Source: an optimization exercise on an open RTL-to-GDS flow (aim: small area and a short achievable clock period). Production flows keep margins and buffers that such runs may drop.
No functional check of the RTL was part of any run shown here.
No activity file was given, so power comes from the tool's default toggle rates.

==> constraint.sdc <==
create_clock -name core_clock -period 6.0 [get_ports {clk}]
set_input_delay 1.2000 -clock core_clock [delete_from_list [all_inputs] [get_ports {clk}]]
set_output_delay 1.2000 -clock core_clock [all_outputs]
set_load 0.01 [all_outputs]
==> design.v <==
module predec3n (
    input  logic [2:0] a,
    input  logic [2:0] a_n,
    input  logic       en_a,
    input  logic [7:0] qd,
    output logic [7:0] yn
);
    genvar j;
    generate
        for (j = 0; j < 8; j++) begin : g_j
            g_a41oi u (.a(en_a),
                       .b(j[2] ? a[2] : a_n[2]),
                       .c(j[1] ? a[1] : a_n[1]),
                       .d(j[0] ? a[0] : a_n[0]),
                       .e(qd[j]), .y(yn[j]));
        end
    endgenerate
endmodule
module rdbit (
    input  logic [63:0] d,
    input  logic [63:0] rsel,
    input  logic        wbit,
    input  logic        wsel_d,
    output logic        y
);
    logic [21:0] p;
    logic [5:0]  s;
    logic [2:0]  t;
    genvar k;
    generate
        for (k = 0; k < 21; k++) begin : g_p
            g_aoi222 u (.a0(d[3*k]),   .b0(rsel[3*k]),
                        .a1(d[3*k+1]), .b1(rsel[3*k+1]),
                        .a2(d[3*k+2]), .b2(rsel[3*k+2]), .y(p[k]));
        end
    endgenerate
    g_aoi22 u_p21 (.a0(d[63]), .b0(rsel[63]), .a1(wbit), .b1(wsel_d), .y(p[21]));
    g_nand4 u_s0 (.a(p[0]),  .b(p[1]),  .c(p[2]),  .d(p[3]),  .y(s[0]));
    g_nand4 u_s1 (.a(p[4]),  .b(p[5]),  .c(p[6]),  .d(p[7]),  .y(s[1]));
    g_nand4 u_s2 (.a(p[8]),  .b(p[9]),  .c(p[10]), .d(p[11]), .y(s[2]));
    g_nand4 u_s3 (.a(p[12]), .b(p[13]), .c(p[14]), .d(p[15]), .y(s[3]));
    g_nand3 u_s4 (.a(p[16]), .b(p[17]), .c(p[18]), .y(s[4]));
    g_nand3 u_s5 (.a(p[19]), .b(p[20]), .c(p[21]), .y(s[5]));
    g_nor2  u_t0 (.a(s[0]), .b(s[1]), .y(t[0]));
    g_nor2  u_t1 (.a(s[2]), .b(s[3]), .y(t[1]));
    g_nor2  u_t2 (.a(s[4]), .b(s[5]), .y(t[2]));
    g_nand3 u_y  (.a(t[0]), .b(t[1]), .c(t[2]), .y(y));
endmodule
module g_inv   (input logic a, output logic y);                   assign y = !a;                          endmodule
module g_or2   (input logic a, b, output logic y);                assign y = a || b;                      endmodule
module g_nor2  (input logic a, b, output logic y);                assign y = !(a || b);                   endmodule
module g_nor3  (input logic a, b, c, output logic y);             assign y = !(a || b || c);              endmodule
module g_nand3 (input logic a, b, c, output logic y);             assign y = !(a && b && c);              endmodule
module g_nand4 (input logic a, b, c, d, output logic y);          assign y = !(a && b && c && d);         endmodule
module g_xnor2 (input logic a, b, output logic y);                assign y = !(a ^ b);                    endmodule
module g_aoi22 (input logic a0, b0, a1, b1, output logic y);      assign y = !((a0 && b0) || (a1 && b1)); endmodule
module g_aoi222 (input logic a0, b0, a1, b1, a2, b2, output logic y);
    assign y = !((a0 && b0) || (a1 && b1) || (a2 && b2));
endmodule
module g_a41oi (input logic a, b, c, d, e, output logic y);       assign y = !((a && b && c && d) || e);  endmodule
module g_a31o  (input logic a, b, c, d, output logic y);          assign y = (a && b && c) || d;          endmodule
module g_a32o  (input logic a, b, c, d, e, output logic y);       assign y = (a && b && c) || (d && e);   endmodule
module bist_top #(
    parameter size   = 6,   
    parameter length = 8    
)(
    input  logic               start,
    input  logic               rst,
    input  logic               clk,
    input  logic               csin,
    input  logic               rwbarin,
    input  logic               opr,
    input  logic [size-1:0]    address,
    input  logic [length-1:0]  datain,
    output logic [length-1:0]  dataout,
    output logic               fail
);
    function automatic logic [7:0] pat(input logic [2:0] s);
        case (s)
            3'd0: pat = 8'hAA;
            3'd1: pat = 8'h55;
            3'd2: pat = 8'hF0;
            3'd3: pat = 8'h0F;
            3'd4: pat = 8'h00;
            3'd5: pat = 8'hFF;
            3'd6: pat = 8'hCC;
            default: pat = 8'h33;
        endcase
    endfunction
    logic       test;
    logic [9:0] q;
    logic       cout;
    logic       test_nx;
    logic [9:0] q_nx;
    logic       cout_nx;
    assign test_nx = test ? !cout : start;
    assign {cout_nx, q_nx} = test ? {1'b0, q} + 11'd1 : 11'd0;
    always_ff @(posedge clk or posedge rst) begin
        if (rst)
            test <= 1'b0;
        else
            test <= test_nx;
    end
    always_ff @(posedge clk) begin
        {cout, q} <= {cout_nx, q_nx};
    end
    logic [7:0] ptn;
    assign ptn = pat(q[2:0]);
    logic              cs, we;
    logic [length-1:0] wdata;
    assign cs    = test | csin;
    assign we    = test ? !q[6] : (csin && !rwbarin);
    assign wdata = test ? ptn : datain;
    logic       ntest, en_rd, en_wr;
    logic [5:0] address_n;
    logic [7:0] qd_rrow, qd_wrow, qd_col, rrow_n, wrow_n, col_n;
    assign ntest = !test;
    assign en_rd = ntest && rwbarin;
    assign en_wr = ntest && csin && !rwbarin;
    always_comb
        for (int j = 0; j < 8; j++) begin
            qd_rrow[j] = test &&  q[6] && (q[5:3] == j);
            qd_wrow[j] = test && !q[6] && (q[5:3] == j);
            qd_col[j]  = test && (q[2:0] == j);
        end
    genvar ga;
    generate
        for (ga = 0; ga < size; ga++) begin : g_ainv
            g_inv u (.a(address[ga]), .y(address_n[ga]));
        end
    endgenerate
    predec3n u_prrow (.a(address[5:3]), .a_n(address_n[5:3]), .en_a(en_rd), .qd(qd_rrow), .yn(rrow_n));
    predec3n u_pwrow (.a(address[5:3]), .a_n(address_n[5:3]), .en_a(en_wr), .qd(qd_wrow), .yn(wrow_n));
    predec3n u_pcol  (.a(address[2:0]), .a_n(address_n[2:0]), .en_a(ntest), .qd(qd_col),  .yn(col_n));
    genvar gw;
    logic [63:0] rsel, wsel;
    generate
        for (gw = 0; gw < 64; gw++) begin : g_sel
            g_nor2 u_r (.a(rrow_n[gw/8]), .b(col_n[gw%8]), .y(rsel[gw]));
            g_nor2 u_w (.a(wrow_n[gw/8]), .b(col_n[gw%8]), .y(wsel[gw]));
        end
    endgenerate
    logic [length-1:0] ram [0:63];
    always_ff @(posedge clk) begin
        for (int w = 0; w < 64; w++)
            if (wsel[w])
                ram[w] <= wdata;
    end
    logic [length-1:0] rd;
    genvar gb, gx;
    generate
        for (gb = 0; gb < length; gb++) begin : g_rd
            logic [63:0] col;
            for (gx = 0; gx < 64; gx++) begin : g_w
                assign col[gx] = ram[gx][gb];
            end
            rdbit u_rd (.d(col), .rsel(rsel), .wbit(wdata[gb]), .wsel_d(we), .y(rd[gb]));
        end
    endgenerate
    logic [length-1:0] rdata;
    always_ff @(posedge clk) begin
        if (cs)
            rdata <= rd;
    end
    logic [7:0] ptn_nx, mism_n;
    logic       chk_n, fa_lo_d, fa_hi_d;
    assign ptn_nx = pat(q_nx[2:0]);
    assign chk_n  = !(test && !cout && q_nx[6]);
    generate
        for (gb = 0; gb < length; gb++) begin : g_cmp
            g_xnor2 u (.a(rd[gb]), .b(ptn_nx[gb]), .y(mism_n[gb]));
        end
    endgenerate
    g_a41oi u_falo (.a(mism_n[0]), .b(mism_n[1]), .c(mism_n[2]), .d(mism_n[3]), .e(chk_n), .y(fa_lo_d));
    g_a41oi u_fahi (.a(mism_n[4]), .b(mism_n[5]), .c(mism_n[6]), .d(mism_n[7]), .e(chk_n), .y(fa_hi_d));
    logic rd_t, fa_lo, fa_hi, fb;
    always_ff @(posedge clk or posedge rst) begin
        if (rst) begin
            rd_t  <= 1'b0;
            fa_lo <= 1'b0;
            fa_hi <= 1'b0;
            fb    <= 1'b0;
        end else begin
            rd_t  <= test_nx && q_nx[6];
            fa_lo <= fa_lo_d;
            fa_hi <= fa_hi_d;
            fb    <= test_nx && !q_nx[6] && (q_nx[2:0] != 3'd4);
        end
    end
    genvar go;
    generate
        for (go = 0; go < length; go++) begin : g_out
            logic idle_d, test_d;
            assign idle_d = rdata[go] && ntest;
            assign test_d = rdata[go] && rd_t;
            g_a31o u (.a(csin), .b(rwbarin), .c(idle_d), .d(test_d), .y(dataout[go]));
        end
    endgenerate
    logic fa;
    assign fa = fa_lo || fa_hi;
    g_a32o u_fail (.a(opr), .b(rwbarin), .c(fb), .d(opr), .e(fa), .y(fail));
endmodule
==> run.sh <==
#!/bin/bash
# synth_recipe.tcl (not shown) runs the flow's synth.tcl, then flattens the netlist and writes it again
# the make line also repeats each setting of config.mk as NAME=value (left out here)
make -C /OpenROAD-flow-scripts/flow DESIGN_CONFIG=/design/flow/config.mk WORK_HOME=/design/flow/orfs CLKGATE_MAP_FILE= SYNTH_SCRIPT=/design/flow/synth_recipe.tcl finish
==> config.mk <==
export PLATFORM = sky130hd
export DESIGN_NAME = bist_top
export DESIGN_NICKNAME = bist_top
export VERILOG_FILES = /design/flow/design.v
export SDC_FILE = /design/flow/constraint.sdc
export NUM_CORES = 4
export LEC_CHECK = 0
export CAP_MARGIN = 20
export CORE_MARGIN = 2
export CORE_UTILIZATION = 40
export SLEW_MARGIN = 20
export SYNTH_HIERARCHICAL = 1
==> notes.md, run 1 <==
Worst setup SP type register; final hold vios 0; Final setup viols 0; f_max 0.217 GHz; CP arrival 5.07 ns; design area 0.0232 sq mm; fin crit share 0.767; Ports 29; CP Class register to register; die height 229 um; number of fill cells 4258; final hold slack 0.467 ns; ys async rst share 0.00933; DR iter-0 viols 2104; Synth cell types 44; wire length per cell 27.0 um; Post-Syn Nets 1161; crit-path max cell delay 0.91 ns; Mapped Cells 1132; DRT Pass-1 Iters 11; vias 11965; top post-synthesis cells by area edfxtp_1 (77%), a222oi_1 (8.3%), nor2_1 (3.4%), a41oi_2 (2.1%), dfxtp_1 (1.1%); status finished clean; HP Class register to register; post-route DRC violation count 0; total track usage 0.199; PostCTS Resize Cnt 0; Pins Over Slew Limit 0; CTS root buf clkbuf_16; cts bufs inserted 53; H-tree levels 2; Layout Utilization 0.463; die footprint 0.0523 sq mm; pin count of the biggest net entering global routing 66; first-pass GRT wire length 77500 um; Critical-path top delay cell a41oi_2; n_diodes 0; Total Power 10.3 mW; post-synth top area cell edfxtp_1; maxcap violations 0; Initial Utilization 0.404; pwr dens 446 mW/mm^2; area of placed instances 0.0215 sq mm; clk buf depth 3; worst-path fanout max 40; CP bufs+invs 3; critical-path cell list buf_4, inv_1, a41oi_2, buf_4, nor2_1, a222oi_1, nand4_1, nor2_1, nand3_1, xnor2_1, a41oi_2; vias in the first global route 11560; Synth Register Bits 536; row cnt 82; total negative setup slack 0 ns; Post-synth EDFFs 520; WL final 52400 um; die width 229 um; Avg Inst Size Synth 17.8 sq um; CTS clock-pin slew for the worst setup and hold paths 0.07 ns; Post-Syn Area 0.0202 sq mm; TritonCTS clock tree built; Reg2Reg Depth 11; port bufs 28; most numerous cell in the Yosys netlist edfxtp_1; Worst Tran Pin Value 1.04 ns; grt total ovfl 0; Layout Nets 1254; synth cell count leaders edfxtp_1 (520), nor2_1 (182), a222oi_1 (168), nand4_1 (32), nand3_1 (31); min Tclk post-route 4.60 ns; hold buffers post-CTS 0; Top FF cell, synth edfxtp_1; Clock Latency Late Sink 0.60 ns; Crit path required time 6.47 ns; initial antenna violation count 0; Syn. warnings 8; RD Place Congestion 0.933; critical path depth 11; Setup Skew 0.0186 ns; CP endpoint kind register; Synth top area share 0.774; area grow syn2layout 14.7%; hold depth 2; Max-Slew Margin vs Limit 0.305; via-per-instance ratio 6.17; VDD IR max 0.000389 V; clock sinks 536; post-CTS setup buffers 0; total leakage power 7.07 nW; register area share after synthesis 0.791; Routed Antenna Nets 0; CP top delay family compound AO/OA/AOI/OAI gates; core area 0.0500 sq mm; layout cell share with drive strength beyond 1 0.119; RSZ-0062 raised after global routing false; hpwl dp 33100 um
## worst min-delay path, cell delays in order, from the launching register on
cell and delay [ns]:
dfxtp_1 0.33, nand3_1 0.07, nor2_1 0.03
## layout by cell type, fill, tap and decap left out, types with 2 or more instances in the layout
| cell type | synthesis | final |
|---|---|---|
| or2_2 | 2 | 2 |
| nand2b_1 | 2 | 2 |
| a21oi_4 | 0 | 2 |
| clkinv_2 | 0 | 7 |
| xor2_1 | 6 | 6 |
| nand3b_1 | 3 | 3 |
| and2_1 | 9 | 9 |
| o21ai_0 | 8 | 6 |
| edfxtp_1 | 520 | 520 |
| clkinv_4 | 0 | 5 |
| a41oi_2 | 26 | 26 |
| a21oi_1 | 7 | 5 |
| nand4_1 | 32 | 32 |
| o211ai_1 | 2 | 2 |
| buf_4 | 1 | 19 |
| and3_1 | 7 | 7 |
| a31oi_4 | 0 | 2 |
| or3_1 | 2 | 2 |
| clkbuf_1 | 3 | 2 |
| clkinv_1 | 0 | 14 |
| clkdlybuf4s50_1 | 0 | 28 |
| clkinvlp_4 | 0 | 7 |
| o21bai_1 | 3 | 3 |
| nand3_1 | 31 | 31 |
| dfrtp_1 | 5 | 4 |
| inv_6 | 0 | 5 |
| o21ai_4 | 0 | 2 |
| nand2_1 | 11 | 11 |
| nor3_1 | 10 | 10 |
| dfxtp_1 | 11 | 11 |
| o311ai_0 | 2 | 2 |
| ha_1 | 9 | 9 |
| clkbuf_16 | 0 | 55 |
| nor2b_1 | 11 | 11 |
| inv_1 | 16 | 16 |
| xnor2_1 | 9 | 9 |
| a31o_1 | 8 | 8 |
| nor2_1 | 182 | 182 |
| a222oi_1 | 168 | 168 |
| a22oi_2 | 8 | 8 |
## kinds of logic after synthesis
| kind of cell | synth area share |
|---|---|
| flip-flops | 0.791 |
| multiplexers | 0.000558 |
| buffers and inverters | 0.00533 |
| XOR/XNOR | 0.00651 |
| adder cells (fa/ha/maj) | 0.00558 |
| AO/OA/AOI/OAI | 0.122 |
| AND/OR/NAND/NOR | 0.0691 |
## sequential cells by signal (all words and copies together), names as in the netlist
register / flops
fb: 1
fa_hi: 1
fa_lo: 1
rdata: 8
q: 10
test: 1
cout: 1
rd_t: 1
ram: 512
## per-module statistics from Yosys, one instance, submodules excluded, excerpt
| module | cell area [sq um] | flip-flops and latches | cells inside | copies in the design |
|---|---|---|---|---|
| g_xnor2 | 8.76 | 0 | 1 | 8 |
| g_a31o | 8.76 | 0 | 1 | 8 |
| g_inv | 3.75 | 0 | 1 | 6 |
| g_aoi222 | 10.0 | 0 | 1 | 168 |
| g_a41oi | 16.3 | 0 | 1 | 26 |
| g_nor2 | 3.75 | 0 | 1 | 152 |
| bist_top | 16900 | 536 | 699 | 1 |
| g_nand3 | 5.00 | 0 | 1 | 24 |
| g_nand4 | 6.26 | 0 | 1 | 32 |
| g_aoi22 | 12.5 | 0 | 1 | 8 |
| g_a32o | 10.0 | 0 | 1 | 1 |
## area by class of cell
class                           instances  area [sq um]  area share
Clock buffer                           57          1380      0.0598
Clock inverter                         40           269      0.0116
Inverter                               16          60.1     0.00259
Multi-Input combinational cell        570          4190       0.181
Sequential cell                       536         16000       0.689
Tap cell                              672           841      0.0363
Timing Repair Buffer                   48           443      0.0191
## metal layers
layer,part of all wire,GRT usage,wire length (um)
met1,0.41,0.279,21600
met2,0.47,0.311,24700
met3,0.085,0.0374,4460
met4,0.031,0.0739,1630
met5,0,0,0
## power by group
part           total [mW]  switching, mW  internal, mW
clock                3.12           1.40          1.72
sequential           5.21         0.0959          5.11
combinational        1.99           1.59         0.403
total                10.3           3.08          7.24
## final timing paths
check                                start              end  slack [ns]
max in group asynchronous              rst   test$_DFF_PP0_        4.91
min                        q[9]$_SDFF_PN0_  cout$_SDFF_PN0_        0.47
min reg2reg                q[9]$_SDFF_PN0_  cout$_SDFF_PN0_        0.47
min in group asynchronous              rst  fa_hi$_DFF_PP0_        0.84
max reg2reg                 test$_DFF_PP0_  fa_hi$_DFF_PP0_        1.40
max                         test$_DFF_PP0_  fa_hi$_DFF_PP0_        1.40
## metrics by stage
stage                     worst slack, ns  instances
after floorplan                      1.40       1132
after global placement              0.909       1842
after detailed placement            0.925       1842
after CTS                            1.51       1939
after global routing                 1.29       1939
final                                1.40       1939
==> run 2: changes to the inputs <==
--- a/config.mk
+++ b/config.mk
@@ -9,3 +9,7 @@
 export CORE_MARGIN = 2
-export CORE_UTILIZATION = 40
+export CORE_UTILIZATION = 60
+export CTS_BUF_LIST = sky130_fd_sc_hd__clkbuf_8
+export CTS_CLUSTER_DIAMETER = 80
+export CTS_CLUSTER_SIZE = 18
+export SETUP_SLACK_MARGIN = 2.8
 export SLEW_MARGIN = 20
==> notes.md, run 2 <==
status finished clean (unchanged); grt met1 use 0.453 (was 0.279); pwr dens 394 mW/mm^2 (was 446 mW/mm^2); min Tclk post-route 3.30 ns (was 4.60 ns); max FFs per register 512 (unchanged); hold depth 2 (unchanged); Pins Over Slew Limit 0 (unchanged); CTS clock-pin slew for the worst setup and hold paths 0.11 ns (was 0.07 ns); DRT Pass-1 Iters 10 (was 11); TritonCTS clock tree built (unchanged); port bufs 28 (unchanged); synth cell count leaders edfxtp_1 (520), nor2_1 (182), a222oi_1 (168), nand4_1 (32), nand3_1 (31) (unchanged); area of the multi-input gates 0.00472 sq mm (was 0.00419 sq mm); Syn. warnings 8 (unchanged); RR Endpoint fa_hi$_DFF_PP0_ (unchanged); WL final 53400 um (was 52400 um); Top FF cell, synth edfxtp_1 (unchanged); Seq pwr share 0.568 (was 0.505); maxcap violations 0 (unchanged); area grow syn2layout 15.3% (was 14.7%); die width 187 um (was 229 um); Final setup viols 0 (unchanged); sw frac 0.313 (was 0.298); global routing met2 resource utilization 0.458 (was 0.311); initial antenna violation count 2 (was 0); met3 Use GR 0.0655 (was 0.0374); ys async rst share 0.00933 (unchanged); Synth cell types 44 (unchanged); Max-Slew Margin vs Limit 0.290 (was 0.305); most numerous cell in the Yosys netlist edfxtp_1 (unchanged); Mapped Cells 1132 (unchanged); Reg2Reg Depth 11 (unchanged); Layout Nets 1324 (was 1254); Setup Skew 0.0175 ns (was 0.0186 ns); H-tree levels 2 (unchanged); reg-to-reg slack, setup 2.71 ns (was 1.40 ns); row cnt 67 (was 82); CTS root buf clkbuf_8 (was clkbuf_16); via-per-instance ratio 7.03 (was 6.17); CP arrival 3.51 ns (was 5.07 ns); worst-path fanout max 10 (was 40); total track usage 0.304 (was 0.199); commonest non-fill, non-tap cell in the layout edfxtp_1 (unchanged); DR iter-0 viols 1894 (was 2104); Hold Path End cout$_SDFF_PN0_ (unchanged); Post-synth EDFFs 520 (unchanged); design area 0.0233 sq mm (was 0.0232 sq mm); hpwl dp 32200 um (was 33100 um); f_max 0.303 GHz (was 0.217 GHz); layout cell share with drive strength beyond 1 0.245 (was 0.119); die height 187 um (was 229 um); register area share after synthesis 0.791 (unchanged); Clk pwr share 0.177 (was 0.302); Worst Tran Pin Value 1.06 ns (was 1.04 ns); Avg Inst Size Synth 17.8 sq um (unchanged); area of placed instances 0.0212 sq mm (was 0.0215 sq mm); Clock Latency Late Sink 0.58 ns (was 0.60 ns); vias 12356 (was 11965); final hold vios 0 (unchanged); post-route DRC violation count 0 (unchanged); Synth top area share 0.774 (unchanged); total negative setup slack 0 ns (unchanged); total leakage power 7.25 nW (was 7.07 nW); Reg area 0.0160 sq mm (about the same); Worst setup SP type input pin (was register); Logic pwr share 0.255 (was 0.193); Most Crowded Layer GR met2 (unchanged); top post-synthesis cells by area edfxtp_1 (77%), a222oi_1 (8.3%), nor2_1 (3.4%), a41oi_2 (2.1%), dfxtp_1 (1.1%) (unchanged); most frequent cells in the layout edfxtp_1 (520), a222oi_1 (168), nor2_1 (110), buf_4 (68), nor2_2 (62) (was edfxtp_1 (520), nor2_1 (182), a222oi_1 (168), clkbuf_16 (55), nand4_1 (32)); Ports 29 (unchanged); final hold slack 0.483 ns (was 0.467 ns); Crit path required time 6.20 ns (was 6.47 ns); Setup crit start csin (was test$_DFF_PP0_); clock sinks 536 (unchanged); Post-Syn Area 0.0202 sq mm (unchanged); HP Class register to register (unchanged); Net Sw Power 2.87 mW (was 3.08 mW); Routed Antenna Nets 0 (unchanged); wire length per cell 30.4 um (was 27.0 um); Biggest register ram (unchanged); VDD IR max 0.000437 V (was 0.000389 V); cts bufs inserted 35 (was 53); die footprint 0.0351 sq mm (was 0.0523 sq mm); clk buf depth 3 (unchanged); post-synth top area cell edfxtp_1 (unchanged); final setup margin 2.70 ns (was 1.40 ns); grt total ovfl 0 (unchanged); worst slack at placement 1.17 ns (was 0.925 ns); number of fill cells 2249 (was 4258); worst r2r src test$_DFF_PP0_ (unchanged); Post-Syn Nets 1161 (unchanged); CP endpoint kind register (unchanged); Synth Register Bits 536 (unchanged); core area 0.0334 sq mm (was 0.0500 sq mm); hold_sp q[9]$_SDFF_PN0_ (unchanged); P_int 6.29 mW (was 7.24 mW); RSZ-0062 raised after global routing true (was false); RD Place Congestion 0.859 (was 0.933); first-pass GRT wire length 77800 um (was 77500 um); CP Class input pin to register (was register to register); fin crit share 0.550 (was 0.767); vias in the first global route 11804 (was 11560); pin count of the biggest net entering global routing 66 (unchanged); Initial Utilization 0.605 (was 0.404)
==> run 2: cell counts after synthesis <==
No cell type changed its count.
==> run 2: worst max-delay path by stage <==
| stage | to | slack [ns] | cells after the start |
|---|---|---|---|
| after global placement | fa_lo$_DFF_PP0_ | 1.14 | 10 |
| final | ram[57][2]$_DFFE_PP_ | 2.70 | 4 |
| after CTS | fa_hi$_DFF_PP0_ | 2.66 | 12 |
| after detailed placement | fa_lo$_DFF_PP0_ | 1.17 | 10 |
| after floorplan | fa_lo$_DFF_PP0_ | 2.84 | 8 |
| after global routing | fa_hi$_DFF_PP0_ | 2.62 | 13 |
==> run 2: layer usage <==
metal | wire (um) | vias up
met5 | 0 | -
met4 | 1760 | 0
met3 | 6320 | 101
met2 | 24500 | 784
met1 | 20800 | 6252
li1 | - | 5219
==> run 2: area by class of cell <==
type / count / share of cell area
inverter: 16 / 0.00323
tap: 448 / 0.0241
sequential: 536 / 0.687
clock buffer: 36 / 0.0213
clock inverter: 14 / 0.00264
multi-input combinational: 570 / 0.203
antenna: 1 / 0.000108
timing repair buffer: 136 / 0.0589
==> run 2: worst max-delay path: stages <==
cell and delay, ns:
buf_2 0.29, nor3b_4 0.62, a41oi_2 0.62, nor2_1 0.76
==> run 2: cell families (layout without fill, tap and decap cells) <==
kind of cell / after synthesis / after routing / share of synthesized area
AO/OA/AOI/OAI: 239 / 239 / 0.122
XOR/XNOR: 15 / 15 / 0.00651
adder cells (fa/ha/maj): 9 / 9 / 0.00558
buffers and inverters: 26 / 202 / 0.00533
flip-flops: 536 / 536 / 0.791
multiplexers: 1 / 1 / 0.000558
other: 0 / 1 / 0
AND/OR/NAND/NOR: 306 / 306 / 0.0691
==> run 2: per-stage QoR <==
step	power [mW]	instances	util
2_1_floorplan	6.29	1132	-
3_3_place_gp	7.20	1622	0.637
3_5_place_dp	7.25	1622	0.637
4_1_cts	9.06	1745	0.689
5_1_grt	9.47	1757	0.697
6_report	9.16	1757	0.697
==> run 2: per-module statistics from Yosys, one instance, submodules excluded, excerpt <==
module / flip-flops and latches / cell area (sq um) / times used
bist_top: 536 / 16900 / 1
g_a41oi: 0 / 16.3 / 26
g_a32o: 0 / 10.0 / 1
g_nand4: 0 / 6.26 / 32
g_a31o: 0 / 8.76 / 8
g_aoi222: 0 / 10.0 / 168
g_nor2: 0 / 3.75 / 152
==> run 2: power groups by stage <==
stage / Clock [mW] / Combinational (mW) / Sequential, mW
after floorplan: 0 / 1.03 / 5.25
final: 1.62 / 2.34 / 5.20
after global routing: 1.78 / 2.47 / 5.22
after CTS: 1.65 / 2.21 / 5.19
after detailed placement: 0 / 1.96 / 5.28
after global placement: 0 / 1.92 / 5.28
==> run 2: what timing repair did <==
item                                   CTS  global route
endpoints found under the hold margin    0             0
buffers inserted                        73            11
pin swaps                               68            42
setup endpoints to repair              531           111
resized for setup                      195            47
hold buffers                             0             0
gates cloned                             0             0
==> run 3: changes to the inputs <==
--- a/config.mk
+++ b/config.mk
@@ -13,3 +13,2 @@
 export CTS_CLUSTER_SIZE = 18
-export SETUP_SLACK_MARGIN = 2.8
 export SLEW_MARGIN = 20
==> notes.md, run 3 <==
status finished clean (unchanged); Synth top area share 0.774 (unchanged); via-per-instance ratio 7.00 (was 7.03); Post-Syn Nets 1161 (unchanged); DRT Pass-1 Iters 12 (was 10); CP endpoint kind register (unchanged); Clk pwr share 0.187 (was 0.177); hold buffers post-CTS 0 (unchanged); Routed Antenna Nets 0 (unchanged); CP arrival 4.98 ns (was 3.51 ns); max FFs per register 512 (unchanged); area of the multi-input gates 0.00419 sq mm (was 0.00472 sq mm); grt total ovfl 0 (unchanged); vias 11761 (was 12356); pin count of the biggest net entering global routing 65 (was 66); HP Class register to register (unchanged); number of fill cells 2373 (was 2249); min Tclk post-route 4.51 ns (was 3.30 ns); Logic pwr share 0.223 (was 0.255); Worst Tran Pin Value 1.05 ns (was 1.06 ns); row cnt 67 (unchanged); layout cell share with drive strength beyond 1 0.0967 (was 0.245); Pins Over Slew Limit 0 (unchanged); die height 187 um (unchanged); first-pass GRT wire length 72300 um (was 77800 um); most numerous cell in the Yosys netlist edfxtp_1 (unchanged); wire length per cell 29.4 um (was 30.4 um); die footprint 0.0351 sq mm (unchanged); n_diodes 0 (was 1); Seq pwr share 0.590 (was 0.568); Initial Utilization 0.605 (unchanged); Worst setup SP type input pin (unchanged); P_int 6.11 mW (was 6.29 mW); post-CTS setup buffers 0 (was 73); Layout Utilization 0.655 (was 0.697); Post-Syn Area 0.0202 sq mm (unchanged); VDD IR max 0.000457 V (was 0.000437 V); most frequent cells in the layout edfxtp_1 (520), nor2_1 (182), a222oi_1 (168), clkbuf_8 (35) (was edfxtp_1 (520), a222oi_1 (168), nor2_1 (110), buf_4 (68), nor2_2 (62)); top post-synthesis cells by area edfxtp_1 (77%), a222oi_1 (8.3%), nor2_1 (3.4%), a41oi_2 (2.1%), dfxtp_1 (1.1%) (unchanged); total negative setup slack 0 ns (unchanged); met2 WL 22100 um (was 24500 um); clock sinks 536 (unchanged); WL met1 21200 um (was 20800 um); RSZ-0062 raised after global routing false (was true); Ports 29 (unchanged); Synth Register Bits 536 (unchanged); core area 0.0334 sq mm (unchanged); Clock Latency Late Sink 0.59 ns (was 0.58 ns); register area share after synthesis 0.791 (unchanged); synth cell count leaders edfxtp_1 (520), nor2_1 (182), a222oi_1 (168), nand4_1 (32), nand3_1 (31) (unchanged); Post-synth EDFFs 520 (unchanged); Syn. warnings 8 (unchanged); total leakage power 6.65 nW (was 7.25 nW); port bufs 28 (unchanged); worst-path fanout max 10 (unchanged); initial antenna violation count 0 (was 2); cts bufs inserted 35 (unchanged); commonest non-fill, non-tap cell in the layout edfxtp_1 (unchanged); met3 WL post-DR 5320 um (was 6320 um); PostCTS Resize Cnt 0 (was 195); Layout Nets 1248 (was 1324); area of placed instances 0.0213 sq mm (was 0.0212 sq mm); Setup Skew 0.0158 ns (was 0.0175 ns); Crit path required time 6.47 ns (was 6.20 ns); total track usage 0.281 (was 0.304); DR iter-0 viols 2339 (was 1894); final hold vios 0 (unchanged); Reg area 0.0160 sq mm (about the same); post-route DRC violation count 0 (unchanged); post-synth top area cell edfxtp_1 (unchanged); Synth cell types 44 (unchanged); fin crit share 0.752 (was 0.550); Biggest register ram (unchanged); top sig layer met4 (unchanged); RD Place Congestion 0.841 (was 0.859); CTS clock-pin slew for the worst setup and hold paths 0.12 ns (was 0.11 ns); TritonCTS clock tree built (unchanged); sw frac 0.306 (was 0.313); design area 0.0219 sq mm (was 0.0233 sq mm); Top FF cell, synth edfxtp_1 (unchanged); Final setup viols 0 (unchanged); vias in the first global route 11068 (was 11804); Mapped Cells 1132 (unchanged); hpwl dp 31700 um (was 32200 um); area grow syn2layout 8.33% (was 15.3%); Net Sw Power 2.70 mW (was 2.87 mW); die width 187 um (unchanged); f_max 0.222 GHz (was 0.303 GHz); clk buf depth 3 (unchanged); CTS root buf clkbuf_8 (unchanged); ys async rst share 0.00933 (unchanged); H-tree levels 2 (unchanged); Max-Slew Margin vs Limit 0.298 (was 0.290); CP Class input pin to register (unchanged); maxcap violations 0 (unchanged); WL final 49400 um (was 53400 um); pwr dens 403 mW/mm^2 (was 394 mW/mm^2); Avg Inst Size Synth 17.8 sq um (unchanged)
-- run 3: cell counts after synthesis --
No cell type changed its count.
-- run 3: Yosys stat by module (local to each module, per instance), a selection --
| module | copies in the design | flops+latches | cells inside |
|---|---|---|---|
| g_a31o | 8 | 0 | 1 |
| g_aoi22 | 8 | 0 | 1 |
| bist_top | 1 | 536 | 699 |
| g_inv | 6 | 0 | 1 |
| g_a32o | 1 | 0 | 1 |
| g_aoi222 | 168 | 0 | 1 |
-- run 3: layer usage --
metal | track usage | vias up
met5 | 0 | -
met4 | 0.0572 | 0
met2 | 0.408 | 662
met3 | 0.0514 | 56
li1 | - | 5050
met1 | 0.454 | 5993
-- run 3: final timing paths --
kind / start / endpoint / slack, ns / depth (start not counted)
min in group asynchronous: rst / fa_lo$_DFF_PP0_ / 0.82 / 2
worst min-delay path: q[9]$_SDFF_PN0_ / cout$_SDFF_PN0_ / 0.48 / 2
max in group asynchronous: rst / test$_DFF_PP0_ / 4.95 / 2
worst min register to register: q[9]$_SDFF_PN0_ / cout$_SDFF_PN0_ / 0.48 / 2
worst max-delay path: address[1] / fa_lo$_DFF_PP0_ / 1.49 / 10
worst max register to register: q[1]$_DFF_P_ / fa_lo$_DFF_PP0_ / 1.81 / 12
-- run 3: final cells by class --
| class | instances | area share |
|---|---|---|
| flip-flops and latches | 536 | 0.730 |
| clock buffers | 35 | 0.0220 |
| well taps | 448 | 0.0256 |
| inverters | 16 | 0.00275 |
| multi-input cells | 570 | 0.192 |
| repair buffers | 60 | 0.0238 |
| clock inverters | 14 | 0.00378 |
-- run 3: worst max-delay path: stages --
cell and delay [ns]:
clkdlybuf4s50_1 0.63, inv_1 0.17, a41oi_2 0.90, nor2_1 0.39, a222oi_1 0.56, nand4_1 0.37
nor2_1 0.26, nand3_1 0.15, xnor2_1 0.21, a41oi_2 0.13
-- run 3: stage by stage --
stage          cells  setup slack [ns]  hold WS [ns]  power, mW
6_report        1679              1.49         0.481       8.81
5_1_grt         1679              1.27         0.518       9.12
4_1_cts         1679              1.53         0.477       8.83
3_5_place_dp    1630             0.894         0.457       7.24
3_3_place_gp    1630             0.989         0.450       7.20
2_1_floorplan   1132              1.40         0.433       6.32
-- run 3: power groups by stage --
stage	combinational, mW	sequential, mW	clock, mW
6_report	1.96	5.20	1.64
5_1_grt	2.11	5.22	1.79
4_1_cts	1.96	5.20	1.68
3_5_place_dp	1.96	5.28	0
3_3_place_gp	1.92	5.28	0
2_1_floorplan	1.02	5.30	0
-- run 3: kinds of logic (layout without fill, tap and decap cells) --
logic type      after synthesis  count (layout)  share of synthesized area
compound gates              239             239                      0.122
xor+xnor                     15              15                    0.00651
fa+ha+maj                     9               9                    0.00558
buf+inv                      26             125                    0.00533
flops                       536             536                      0.791
mux                           1               1                   0.000558
simple gates                306             306                     0.0691
==> run 4: changes to the inputs <==
--- a/design.v
+++ b/design.v
@@ -60,2 +60,4 @@
 module g_a41oi (input logic a, b, c, d, e, output logic y);       assign y = !((a && b && c && d) || e);  endmodule
+module g_and2  (input logic a, b, output logic y);                assign y = a && b;                      endmodule
+module g_a21o  (input logic a, b, c, output logic y);             assign y = (a && b) || c;               endmodule
 module g_a31o  (input logic a, b, c, d, output logic y);          assign y = (a && b && c) || d;          endmodule
@@ -189,2 +191,4 @@
     end
+    logic idle_rd;
+    g_and2 u_ird (.a(csin), .b(rwbarin), .y(idle_rd));
     genvar go;
@@ -195,3 +199,3 @@
             assign test_d = rdata[go] && rd_t;
-            g_a31o u (.a(csin), .b(rwbarin), .c(idle_d), .d(test_d), .y(dataout[go]));
+            g_a21o u (.a(idle_rd), .b(idle_d), .c(test_d), .y(dataout[go]));
         end
--- a/config.mk
+++ b/config.mk
@@ -12,3 +12,4 @@
 export CTS_CLUSTER_DIAMETER = 80
-export CTS_CLUSTER_SIZE = 18
+export CTS_CLUSTER_SIZE = 14
+export SETUP_SLACK_MARGIN = 3.5
 export SLEW_MARGIN = 20
==> notes.md, run 4 <==
Worst setup SP type input pin (unchanged); VDD IR max 0.000549 V (was 0.000457 V); grt total ovfl 0 (unchanged); Setup Skew 0.0413 ns (was 0.0158 ns); Crit path required time 6.53 ns (was 6.47 ns); register area share after synthesis 0.791 (about the same); cts bufs inserted 44 (was 35); cell count after placement 1616 (was 1630); Routed Antenna Nets 0 (unchanged); Reg2Reg Depth 13 (was 12); number of fill cells 1995 (was 2373); die footprint 0.0351 sq mm (about the same); Max-Slew Margin vs Limit 0.300 (was 0.298); Pins Over Slew Limit 0 (unchanged); final hold vios 0 (unchanged); vias in the first global route 12254 (was 11068); top post-synthesis cells by area edfxtp_1 (77%), a222oi_1 (8.3%), nor2_1 (3.4%), a41oi_2 (2.1%), dfxtp_1 (1.1%) (unchanged); row cnt 67 (unchanged); total negative setup slack 0 ns (unchanged); layout cell share with drive strength beyond 1 0.336 (was 0.0967); f_max 0.308 GHz (was 0.222 GHz); pin count of the biggest net entering global routing 66 (was 65); first-pass GRT wire length 80100 um (was 72300 um); H-tree levels 2 (unchanged); Setup crit start address[1] (unchanged); Post-synth EDFFs 520 (unchanged); clock sinks 536 (unchanged); status finished clean (unchanged); DR iter-0 viols 2105 (was 2339); die width 187 um (about the same); WL met1 22200 um (was 21200 um); WL final 54700 um (was 49400 um); complex-gate fraction of the synthesized area 0.122 (about the same); min Tclk post-route 3.25 ns (was 4.51 ns); core area 0.0334 sq mm (unchanged); area grow syn2layout 23.5% (was 8.33%); Clock Latency Late Sink 0.65 ns (was 0.59 ns); Syn. warnings 8 (unchanged); die height 187 um (about the same); n_diodes 0 (unchanged); Worst Tran Pin Value 1.05 ns (about the same); Layout Cells excl Fill 1842 (was 1679); worst-path fanout max 8 (was 10); Synth cell types 43 (was 44); Biggest register ram (unchanged); CP Class input pin to register (unchanged); CP arrival 3.78 ns (was 4.98 ns); hold buffers post-CTS 0 (unchanged); CTS clock-pin slew for the worst setup and hold paths 0.11 ns (was 0.12 ns); Avg Inst Size Synth 17.8 sq um (about the same); met2 WL 25500 um (was 22100 um); RD Place Congestion 0.844 (was 0.841); post-synth top area cell edfxtp_1 (unchanged); post-synthesis xor/xnor area fraction 0.00651 (about the same); Layout Nets 1405 (was 1248); post-route DRC violation count 0 (unchanged); RR Endpoint fa_hi$_DFF_PP0_ (was fa_lo$_DFF_PP0_); reg-to-reg slack, setup 2.75 ns (was 1.81 ns); Worst Setup EP fa_hi$_DFF_PP0_ (was fa_lo$_DFF_PP0_); Post-Synth Adder-Cell Area 0.00558 (about the same); wire length per cell 29.7 um (was 29.4 um); met3 WL post-DR 5540 um (was 5320 um); HP Class register to register (unchanged); Post-Syn Area 0.0202 sq mm (about the same); pwr dens 392 mW/mm^2 (was 403 mW/mm^2); fin crit share 0.542 (was 0.752); total track usage 0.312 (was 0.281); ys async rst share 0.00933 (unchanged); RSZ-0062 raised after global routing true (was false); Ports 29 (unchanged); maxcap violations 0 (unchanged); clk buf depth 3 (unchanged); most frequent cells in the layout edfxtp_1 (520), a222oi_1 (168), buf_4 (112), nor2_4 (76), nor2_2 (61) (was edfxtp_1 (520), nor2_1 (182), a222oi_1 (168), clkbuf_8 (35)); worst r2r src q[0]$_DFF_P_ (was q[1]$_DFF_P_); CP endpoint kind register (unchanged); Mapped Cells 1133 (was 1132); post-synthesis mux area share 0.000558 (about the same); DRT Pass-1 Iters 11 (was 12); total leakage power 7.88 nW (was 6.65 nW); via-per-instance ratio 6.92 (was 7.00); CTS root buf clkbuf_8 (unchanged); vias 12745 (was 11761); Simple-Gate Fraction of Synth Area 0.0695 (was 0.0691); Post-Syn Nets 1162 (was 1161); max FFs per register 512 (unchanged); initial antenna violation count 0 (unchanged); commonest non-fill, non-tap cell in the layout edfxtp_1 (unchanged); Final setup viols 0 (unchanged); Top FF cell, synth edfxtp_1 (unchanged); Synth top area share 0.774 (about the same); hpwl dp 30900 um (was 31700 um); largest family of logic cells by synthesized area compound AO/OA/AOI/OAI gates (unchanged); top sig layer met4 (unchanged); port bufs 28 (unchanged); TritonCTS clock tree built (unchanged); most numerous cell in the Yosys netlist edfxtp_1 (unchanged); synth cell count leaders edfxtp_1 (520), nor2_1 (182), a222oi_1 (168), nand4_1 (32), nand3_1 (31) (unchanged); Synth Register Bits 536 (unchanged); Initial Utilization 0.605 (about the same)
[run 4: changes by cell type in the layout (fill, tap and decap cells not counted), moves of 9 or more]
cell and delta:
clkdlybuf4s50_1 -18, buf_4 +80, a41oi_2 -23, buf_6 +31
nor2_1 -137, nand3_1 -9, nor2_2 +61, nor2_4 +76
clkbuf_8 +10, buf_12 +35, a41oi_4 +23
[run 4: repair_timing]
action	in CTS	in global routing
gates cloned	3	0
pin swaps	93	60
gates resized for setup	346	72
setup endpoints to repair	570	371
setup buffers	115	44
[run 4: layout make-up]
type	instances	area (sq um)	share of cell area
sequential	536	16000	0.641
tap	448	561	0.0225
clock buffer	45	619	0.0248
multi-input combinational	572	5390	0.216
timing repair buffer	206	2220	0.0889
clock inverter	19	86.3	0.00346
inverter	16	86.3	0.00346
[run 4: metrics by stage]
step | utilization | power (mW) | cell area (sq um) | setup slack, ns | hold slack (ns)
after floorplan | - | 6.34 | 20400 | 2.99 | 0.433
after global placement | 0.639 | 7.19 | 21300 | 0.919 | 0.451
after detailed placement | 0.639 | 7.22 | 21300 | 0.775 | 0.451
after CTS | 0.723 | 9.54 | 24100 | 2.75 | 0.465
after global routing | 0.747 | 10.1 | 24900 | 2.76 | 0.492
final | 0.747 | 9.77 | 24900 | 2.75 | 0.468
[run 4: report_power, final]
part / leakage [nW] / switching [mW] / internal (mW)
registers: 4.83 / 0.101 / 5.11
clock network: 0.415 / 1.14 / 0.693
logic: 2.64 / 1.90 / 0.830
total: 7.88 / 3.14 / 6.63
[run 4: cells by family (layout without fill, tap and decap cells)]
| kind of cell | count (synthesis) | after routing |
|---|---|---|
| xor+xnor | 15 | 15 |
| flops | 536 | 536 |
| simple gates | 307 | 307 |
| mux | 1 | 1 |
| compound gates | 239 | 240 |
| buf+inv | 26 | 286 |
| fa+ha+maj | 9 | 9 |
[run 4: Yosys stat by module, one instance, submodules excluded, excerpt]
module    flip-flops and latches  times used  cell area (sq um)  cells inside
g_inv                          0           6               3.75             1
g_and2                         0           1               6.26             1
g_nand4                        0          32               6.26             1
g_aoi222                       0         168               10.0             1
g_a21o                         0           8               7.51             1
g_nand3                        0          24               5.00             1
bist_top                     536           1              16900           699
g_a41oi                        0          26               16.3             1
g_aoi22                        0           8               12.5             1
[run 4: worst min-delay path by stage]
stage,start,cells past startpoint,end,slack (ns)
detailed placement,q[9]$_SDFF_PN0_,2,cout$_SDFF_PN0_,0.45
CTS,q[9]$_SDFF_PN0_,2,cout$_SDFF_PN0_,0.47
global route,q[9]$_SDFF_PN0_,2,cout$_SDFF_PN0_,0.49
floorplan,cout$_SDFF_PN0_,1,rd_t$_DFF_PP0_,0.43
finish,cout$_SDFF_PN0_,1,rd_t$_DFF_PP0_,0.47
global placement,q[9]$_SDFF_PN0_,2,cout$_SDFF_PN0_,0.45
[run 4: worst max-delay path, stage by stage]
cell,delay (ns)
buf_12,0.08
clkinvlp_4,0.13
buf_6,0.15
a41oi_4,0.22
buf_12,0.17
buf_6,0.18
nor2_2,0.12
a222oi_1,0.63
nand4_1,0.25
nor2_2,0.19
nand3_2,0.12
xnor2_2,0.19
a41oi_2,0.13
[run 4: routing by layer]
metal	up-vias	track usage
met3	73	0.0531
met4	0	0.101
met2	753	0.475
met5	-	0
li1	5388	-
met1	6531	0.469
==> run 5: changes to the inputs <==
--- a/config.mk
+++ b/config.mk
@@ -13,3 +13,3 @@
 export CTS_CLUSTER_SIZE = 14
-export SETUP_SLACK_MARGIN = 3.5
+export SETUP_SLACK_MARGIN = 3.0
 export SLEW_MARGIN = 20
==> notes.md, run 5 <==
status finished clean (unchanged); Net Sw Power 3.08 mW (was 3.14 mW); area grow syn2layout 18.7% (was 23.5%); CTS clock-pin slew for the worst setup and hold paths 0.10 ns (was 0.11 ns); hpwl dp 32300 um (was 30900 um); die footprint 0.0351 sq mm (unchanged); Crit path required time 6.47 ns (was 6.53 ns); Mapped Cells 1133 (unchanged); post-route DRC violation count 0 (unchanged); Initial Utilization 0.605 (unchanged); area of the multi-input gates 0.00489 sq mm (was 0.00539 sq mm); fin crit share 0.539 (was 0.542); f_max 0.309 GHz (was 0.308 GHz); top post-synthesis cells by area edfxtp_1 (77%), a222oi_1 (8.3%), nor2_1 (3.4%), a41oi_2 (2.1%), dfxtp_1 (1.1%) (unchanged); max FFs per register 512 (unchanged); sw frac 0.319 (was 0.321); clk buf depth 3 (unchanged); row cnt 67 (unchanged); Max-Slew Margin vs Limit 0.316 (was 0.300); CP Class input pin to register (unchanged); final hold vios 0 (unchanged); most frequent cells in the layout edfxtp_1 (520), a222oi_1 (168), nor2_1 (91), buf_4 (84), nor2_2 (68) (was edfxtp_1 (520), a222oi_1 (168), buf_4 (112), nor2_4 (76), nor2_2 (61)); vias 12589 (was 12745); Reg2Reg Depth 13 (unchanged); post-synth top area cell edfxtp_1 (unchanged); number of fill cells 2122 (was 1995); DRT Pass-1 Iters 14 (was 11); Total Power 9.66 mW (was 9.77 mW); Top FF cell, synth edfxtp_1 (unchanged); vias in the first global route 11939 (was 12254); via-per-instance ratio 7.02 (was 6.92); cell count after placement 1618 (was 1616); RSZ-0062 raised after global routing true (unchanged); reg-to-reg slack, setup 2.78 ns (was 2.75 ns); Reg area 0.0160 sq mm (unchanged); Synth top area share 0.774 (unchanged); min Tclk post-route 3.24 ns (was 3.25 ns); maxcap violations 0 (unchanged); initial antenna violation count 0 (unchanged); Post-synth EDFFs 520 (unchanged); total leakage power 7.58 nW (was 7.88 nW); Worst Tran Pin Value 1.02 ns (was 1.05 ns); most numerous cell in the Yosys netlist edfxtp_1 (unchanged); Clock Latency Late Sink 0.62 ns (was 0.65 ns); Setup crit start address[2] (was address[1]); WL final 54500 um (was 54700 um); final hold slack 0.480 ns (was 0.468 ns); RR Endpoint fa_hi$_DFF_PP0_ (unchanged); core area 0.0334 sq mm (unchanged); n_diodes 0 (unchanged); worst-path fanout max 8 (unchanged); Post-Syn Nets 1162 (unchanged); DR iter-0 viols 2312 (was 2105); CTS root buf clkbuf_8 (unchanged); H-tree levels 2 (unchanged); Clk pwr share 0.188 (was 0.187); Logic pwr share 0.272 (was 0.279); P_int 6.57 mW (was 6.63 mW); pin count of the biggest net entering global routing 66 (unchanged); port bufs 28 (unchanged); CP arrival 3.71 ns (was 3.78 ns); TritonCTS clock tree built (unchanged); Layout Cells excl Fill 1794 (was 1842); Synth cell types 43 (unchanged); Final setup viols 0 (unchanged); Avg Inst Size Synth 17.8 sq um (unchanged); layout cell share with drive strength beyond 1 0.279 (was 0.336); clock sinks 536 (unchanged); HP Class register to register (unchanged); register area share after synthesis 0.791 (unchanged); Setup Skew 0.0285 ns (was 0.0413 ns); Seq pwr share 0.540 (was 0.533); RD Place Congestion 0.911 (was 0.844); Routed Antenna Nets 0 (unchanged); Ports 29 (unchanged); worst r2r src q[0]$_DFF_P_ (unchanged); hold buffers post-CTS 0 (unchanged); Worst setup SP type input pin (unchanged); commonest non-fill, non-tap cell in the layout edfxtp_1 (unchanged); Biggest register ram (unchanged); synth cell count leaders edfxtp_1 (520), nor2_1 (182), a222oi_1 (168), nand4_1 (32), nand3_1 (31) (unchanged); Layout Nets 1359 (was 1405); wire length per cell 30.4 um (was 29.7 um); pwr dens 403 mW/mm^2 (was 392 mW/mm^2); area of placed instances 0.0213 sq mm (about the same); design area 0.0240 sq mm (was 0.0249 sq mm); Syn. warnings 8 (unchanged); CP endpoint kind register (unchanged); total track usage 0.305 (was 0.312); die height 187 um (unchanged); first-pass GRT wire length 78500 um (was 80100 um); die width 187 um (unchanged); total negative setup slack 0 ns (unchanged); Post-Syn Area 0.0202 sq mm (unchanged); Pins Over Slew Limit 0 (unchanged); grt total ovfl 0 (unchanged); ys async rst share 0.00933 (unchanged); VDD IR max 0.000455 V (was 0.000549 V); Synth Register Bits 536 (unchanged); Worst Setup EP fa_hi$_DFF_PP0_ (unchanged); cts bufs inserted 44 (unchanged)
==> run 5: worst min-delay path by stage <==
stage                     slack (ns)         endpoint  depth (start not counted)            start
after floorplan                 0.43   rd_t$_DFF_PP0_                          1  cout$_SDFF_PN0_
after CTS                       0.48  cout$_SDFF_PN0_                          2  q[9]$_SDFF_PN0_
after global placement          0.45  cout$_SDFF_PN0_                          2  q[9]$_SDFF_PN0_
after global routing            0.53  cout$_SDFF_PN0_                          2  q[9]$_SDFF_PN0_
after detailed placement        0.45  cout$_SDFF_PN0_                          2  q[9]$_SDFF_PN0_
final                           0.48  cout$_SDFF_PN0_                          2  q[9]$_SDFF_PN0_
==> run 5: kinds of logic (layout without fill, tap and decap cells) <==
family,count (synthesis),in the layout,synth area share
DFF,536,536,0.791
buffers and inverters,26,239,0.00533
muxes,1,1,0.000558
xor gates and xnor gates,15,15,0.00651
and+or+nand+nor,307,307,0.0695
AOI/OAI and AO/OA,239,239,0.122
adders and majority gates,9,9,0.00558
==> run 5: worst max-delay path, stage by stage <==
cell and delay (ns):
buf_12 0.08, clkinvlp_4 0.17, a41oi_4 0.28, buf_12 0.16, buf_8 0.13, nor2_4 0.06
a222oi_1 0.56, nand4_1 0.36, nor2_1 0.21, nand3_2 0.13, xnor2_2 0.21, a41oi_2 0.14
==> run 5: routing by layer <==
metal,vias up,part of all wire,GRT usage
li1,5283,-,-
met1,6392,0.39,0.448
met2,806,0.48,0.485
met3,108,0.10,0.0460
met4,0,0.031,0.0875
met5,-,0,0
==> run 5: timing repair <==
action	CTS	global route
resized for setup	241	81
endpoints found under the setup margin	531	25
setup buffers	83	29
cloned	0	2
pin swaps	57	61
==> run 5: power groups by stage <==
stage / registers (mW) / clock network [mW] / logic [mW]
after floorplan: 5.25 / 0 / 1.06
after global placement: 5.29 / 0 / 1.99
after detailed placement: 5.29 / 0 / 2.02
after CTS: 5.21 / 1.84 / 2.38
after global routing: 5.23 / 1.98 / 2.75
final: 5.22 / 1.82 / 2.62
==> run 5: stage by stage <==
stage                     worst slack (ns)   util
final                                 2.76  0.718
after global placement               0.823  0.638
after detailed placement             0.846  0.638
after CTS                             2.83  0.700
after global routing                  2.70  0.718
after floorplan                       2.84      -
==> run 5: cell type report <==
cell class	count	area share
well taps	448	0.0234
inverters	16	0.00376
clock inverters	18	0.00350
multi-input cells	571	0.204
repair buffers	161	0.0732
clock buffers	44	0.0253
flip-flops and latches	536	0.667
==> run 5: modules after synthesis, one instance, submodules excluded, a selection <==
module / cells inside / times used / cell area, sq um
g_nor2: 1 / 152 / 3.75
g_nand3: 1 / 24 / 5.00
g_a21o: 1 / 8 / 7.51
g_inv: 1 / 6 / 3.75
g_aoi222: 1 / 168 / 10.0
g_aoi22: 1 / 8 / 12.5
g_xnor2: 1 / 8 / 8.76
g_a41oi: 1 / 26 / 16.3
g_and2: 1 / 1 / 6.26
g_nand4: 1 / 32 / 6.26
g_a32o: 1 / 1 / 10.0
bist_top: 699 / 1 / 16900
==> run 6: changes to the inputs <==
==> flow/run.sh (new file) <==
#!/bin/bash
# Layout flow: the standard synthesis and layout (standard.sh), with all
# signal ports constrained to one edge of the die (io.tcl) and the port
# buffers made from buf_4 cells. Each step's full output goes to its own log.
set -euo pipefail
work=$(pwd)
bash standard.sh synth > "$work/synth.log" 2>&1
bash standard.sh \
    IO_CONSTRAINTS="$work/flow/io.tcl" \
    "BUFFER_PORTS_ARGS=-buffer_cell sky130_fd_sc_hd__buf_4" \
    finish > "$work/layout.log" 2>&1
==> flow/io.tcl (new file) <==
# All ports on the right edge of the die, kept together.
set_io_pin_constraint -group -region right:* -pin_names {
    clk rst start csin rwbarin opr
    address[0] address[1] address[2] address[3] address[4] address[5]
    datain[0] datain[1] datain[2] datain[3] datain[4] datain[5] datain[6] datain[7]
    dataout[0] dataout[1] dataout[2] dataout[3] dataout[4] dataout[5] dataout[6] dataout[7]
    fail
}
==> standard.sh (new file) <==
#!/bin/bash
# synth_recipe.tcl (not shown) runs the flow's synth.tcl, then flattens the netlist and writes it again
# the make line also repeats each setting of config.mk as NAME=value (left out here)
make -C /OpenROAD-flow-scripts/flow DESIGN_CONFIG=/design/flow/config.mk WORK_HOME=/design/flow/orfs CLKGATE_MAP_FILE= SYNTH_SCRIPT=/design/flow/synth_recipe.tcl "${@:-finish}"
removed: run.sh
==> notes.md, run 6 <==
worst-path fanout max 8 (unchanged); Post-Syn Nets 1162 (unchanged); status finished clean (unchanged); Setup crit start address[0] (was address[2]); area of placed instances 0.0212 sq mm (was 0.0213 sq mm); grt total ovfl 0 (unchanged); top post-synthesis cells by area edfxtp_1 (77%), a222oi_1 (8.3%), nor2_1 (3.4%), a41oi_2 (2.1%), dfxtp_1 (1.1%) (unchanged); ys async rst share 0.00933 (unchanged); post-synth top area cell edfxtp_1 (unchanged); total leakage power 7.53 nW (was 7.58 nW); TritonCTS clock tree built (unchanged); Crit path required time 6.49 ns (was 6.47 ns); die height 187 um (unchanged); Post-synth EDFFs 520 (unchanged); crit-path max cell delay 0.34 ns (was 0.56 ns); hpwl dp 30700 um (was 32300 um); Critical-path top delay cell a222oi_1 (unchanged); final hold slack 0.477 ns (was 0.480 ns); Clock Latency Late Sink 0.66 ns (was 0.62 ns); Initial Utilization 0.605 (unchanged); clk buf depth 3 (unchanged); row cnt 67 (unchanged); hold buffers post-CTS 0 (unchanged); DRT Pass-1 Iters 10 (was 14); maxcap violations 0 (unchanged); Worst setup SP type input pin (unchanged); CP endpoint kind register (unchanged); CP arrival 3.72 ns (was 3.71 ns); design area 0.0238 sq mm (was 0.0240 sq mm); Reg2Reg Depth 13 (unchanged); initial antenna violation count 0 (unchanged); most frequent cells in the layout edfxtp_1 (520), a222oi_1 (168), buf_4 (101), nor2_1 (96), nor2_2 (65) (was edfxtp_1 (520), a222oi_1 (168), nor2_1 (91), buf_4 (84), nor2_2 (68)); core area 0.0334 sq mm (unchanged); H-tree levels 2 (unchanged); synth cell count leaders edfxtp_1 (520), nor2_1 (182), a222oi_1 (168), nand4_1 (32), nand3_1 (31) (unchanged); post-route DRC violation count 0 (unchanged); hold_sp q[9]$_SDFF_PN0_ (unchanged); area grow syn2layout 17.8% (was 18.7%); Routed Antenna Nets 0 (unchanged); CP bufs+invs 5 (was 4); HP Class register to register (unchanged); RSZ-0062 raised after global routing true (unchanged); CP dominant cell by count buf_4 (was buf_12); commonest non-fill, non-tap cell in the layout edfxtp_1 (unchanged); total negative setup slack 0 ns (unchanged); RR Endpoint fa_hi$_DFF_PP0_ (unchanged); vias in the first global route 11671 (was 11939); worst r2r src q[0]$_DFF_P_ (unchanged); fin crit share 0.537 (was 0.539); critical-path cell list buf_8, clkinvlp_4, buf_4, a41oi_4, buf_12, buf_4, nor2_1, a222oi_1, nand4_1, nor2_2, nand3_2, xnor2_2, a41oi_2 (was buf_12, clkinvlp_4, a41oi_4, buf_12, buf_8, nor2_4, a222oi_1, nand4_1, nor2_1, nand3_2, xnor2_2, a41oi_2); port bufs 28 (unchanged); via-per-instance ratio 6.86 (was 7.02); clock sinks 536 (unchanged); total track usage 0.292 (was 0.305); CTS root buf clkbuf_8 (unchanged); CP Class input pin to register (unchanged); Ports 29 (unchanged); VDD IR max 0.000402 V (was 0.000455 V); vias 12223 (was 12589); reg-to-reg slack, setup 2.83 ns (was 2.78 ns); DR iter-0 viols 2060 (was 2312); first-pass GRT wire length 75400 um (was 78500 um); layout cell share with drive strength beyond 1 0.281 (was 0.279); Synth top area share 0.774 (unchanged); Setup Skew 0.0511 ns (was 0.0285 ns); Hold Path End cout$_SDFF_PN0_ (unchanged); Synth cell types 43 (unchanged); Synth Register Bits 536 (unchanged); CTS clock-pin slew for the worst setup and hold paths 0.09 ns (was 0.10 ns); Post-Syn Area 0.0202 sq mm (unchanged); Avg Inst Size Synth 17.8 sq um (unchanged); die width 187 um (unchanged); RD Place Congestion 0.892 (was 0.911); Mapped Cells 1133 (unchanged); WL final 51700 um (was 54500 um); max FFs per register 512 (unchanged); most numerous cell in the Yosys netlist edfxtp_1 (unchanged); final hold vios 0 (unchanged); pin count of the biggest net entering global routing 66 (unchanged); Final setup viols 0 (unchanged); register area share after synthesis 0.791 (unchanged); Top FF cell, synth edfxtp_1 (unchanged); n_diodes 0 (unchanged); CP top delay family buffers and inverters (was compound AO/OA/AOI/OAI gates); Biggest register ram (unchanged); wire length per cell 29.0 um (was 30.4 um); Syn. warnings 8 (unchanged); Total Power 9.57 mW (was 9.66 mW); Pins Over Slew Limit 0 (unchanged); Layout Nets 1347 (was 1359); Worst Tran Pin Value 1.00 ns (was 1.02 ns); hold depth 2 (unchanged); pwr dens 403 mW/mm^2 (about the same); die footprint 0.0351 sq mm (unchanged); Max-Slew Margin vs Limit 0.329 (was 0.316); f_max 0.310 GHz (was 0.309 GHz); min Tclk post-route 3.22 ns (was 3.24 ns); cts bufs inserted 44 (unchanged)
-- run 6: how the worst max path moves through the flow --
stage / end / cells past startpoint
final: fa_hi$_DFF_PP0_ / 13
after global routing: fa_hi$_DFF_PP0_ / 13
after CTS: fa_hi$_DFF_PP0_ / 12
after detailed placement: fa_hi$_DFF_PP0_ / 10
after global placement: fa_hi$_DFF_PP0_ / 10
after floorplan: fa_lo$_DFF_PP0_ / 8
-- run 6: stage by stage --
stage | std cells | setup WS [ns] | utilization
after detailed placement | 1614 | 1.56 | 0.635
after CTS | 1748 | 2.89 | 0.698
final | 1782 | 2.78 | 0.712
after global placement | 1614 | 1.58 | 0.635
after floorplan | 1133 | 2.84 | -
after global routing | 1782 | 2.72 | 0.712
-- run 6: power breakdown --
| group | internal, mW | total, mW | switching [mW] |
|---|---|---|---|
| Combinational | 0.756 | 2.52 | 1.77 |
| Clock | 0.695 | 1.82 | 1.12 |
| Sequential | 5.11 | 5.23 | 0.118 |
-- run 6: modules after synthesis (local to each module, per instance), a selection --
module	cells inside	flip-flops and latches	cell area [sq um]
g_nand4	1	0	6.26
g_xnor2	1	0	8.76
g_nor2	1	0	3.75
g_and2	1	0	6.26
g_a21o	1	0	7.51
g_aoi222	1	0	10.0
g_nand3	1	0	5.00
g_inv	1	0	3.75
bist_top	699	536	16900
g_aoi22	1	0	12.5
g_a32o	1	0	10.0
g_a41oi	1	0	16.3
-- run 6: repair_timing --
item                       4_1_cts  5_1_grt
pin swaps                       85       60
setup endpoints to repair      223      445
buffers inserted                71       34
gates cloned                     1        0
hold endpoints to repair         0        0
gates resized for setup        171       51
-- run 6: layout make-up --
cell class                      instances  area (sq um)
Sequential cell                       536         16000
Fill cell                            2168          9600
Multi-Input combinational cell        571          4900
Timing Repair Buffer                  149          1530
Clock buffer                           45           619
Tap cell                              448           561
Clock inverter                         17          88.8
Inverter                               16          88.8
-- run 6: kinds of logic (layout without fill, tap and decap cells) --
| logic type | after synthesis | count (layout) | share of synthesized area |
|---|---|---|---|
| AO/OA/AOI/OAI | 239 | 239 | 0.122 |
| XOR/XNOR | 15 | 15 | 0.00651 |
| buffers and inverters | 26 | 227 | 0.00533 |
| multiplexers | 1 | 1 | 0.000558 |
| flip-flops | 536 | 536 | 0.791 |
| AND/OR/NAND/NOR | 307 | 307 | 0.0695 |
| adder cells (fa/ha/maj) | 9 | 9 | 0.00558 |
-- run 6: metal layers --
metal / vias up / routed length, um / GRT usage
met2: 677 / 23800 / 0.440
met3: 82 / 5130 / 0.0655
met5: - / 0 / 0
met4: 0 / 1130 / 0.0651
met1: 6205 / 21700 / 0.445
li1: 5259 / - / -
-- run 6: worst register-to-register path: stages (launching register included) --
cell	delay [ns]
dfxtp_4	0.41
clkinvlp_4	0.16
ha_4	0.21
and3_4	0.18
a41oi_4	0.23
buf_4	0.17
buf_6	0.15
nor2_1	0.16
a222oi_1	0.57
nand3_1	0.21
nor2_2	0.18
nand3_2	0.12
xnor2_2	0.18
a41oi_2	0.12

==> what the ideal ports hide <==
Ports are ideal in the flow. The routed layouts listed here were re-timed in OpenROAD.
Step 1 (the two cells are an assumption about what drives the block):
set clk [get_ports {clk}]
set_driving_cell -lib_cell sky130_fd_sc_hd__clkbuf_16 $clk
set_driving_cell -lib_cell sky130_fd_sc_hd__buf_2 [delete_from_list [all_inputs] $clk]
Step 2 adds t to the input delays and takes it off the output delays; t is the mean of the earliest and latest rising clock arrival at the registers after step 1. Input paths then give back, and output paths get back, about the clock's delay inside the block.
Three values: no drivers, after step 1, after step 2; two values: the first two.
run | t (ns) | setup WS [ns] | hold slack, ns
run 1 | 0.643 | 1.401 / 1.401 / 0.807 | 0.467 / 0.467 / 0.467
run 2 | 0.624 | 2.697 / 2.648 / 2.024 | 0.483 / 0.483 / 0.483
run 3 | 0.633 | 1.488 / 1.501 / 0.868 | 0.481 / 0.481 / 0.481
run 4 | 0.681 | 2.749 / 2.719 / 2.050 | 0.468 / 0.468 / 0.468
run 5 | 0.653 | 2.764 / 2.730 / 2.077 | 0.480 / 0.480 / 0.480
run 6 | 0.672 | 2.775 / 2.760 / 2.088 | 0.477 / 0.477 / 0.477
After both steps setup and hold are still met in every run listed. The setup slack of run 4, which loses most, moves by -0.030 ns with the drivers and by -0.699 ns with both steps.
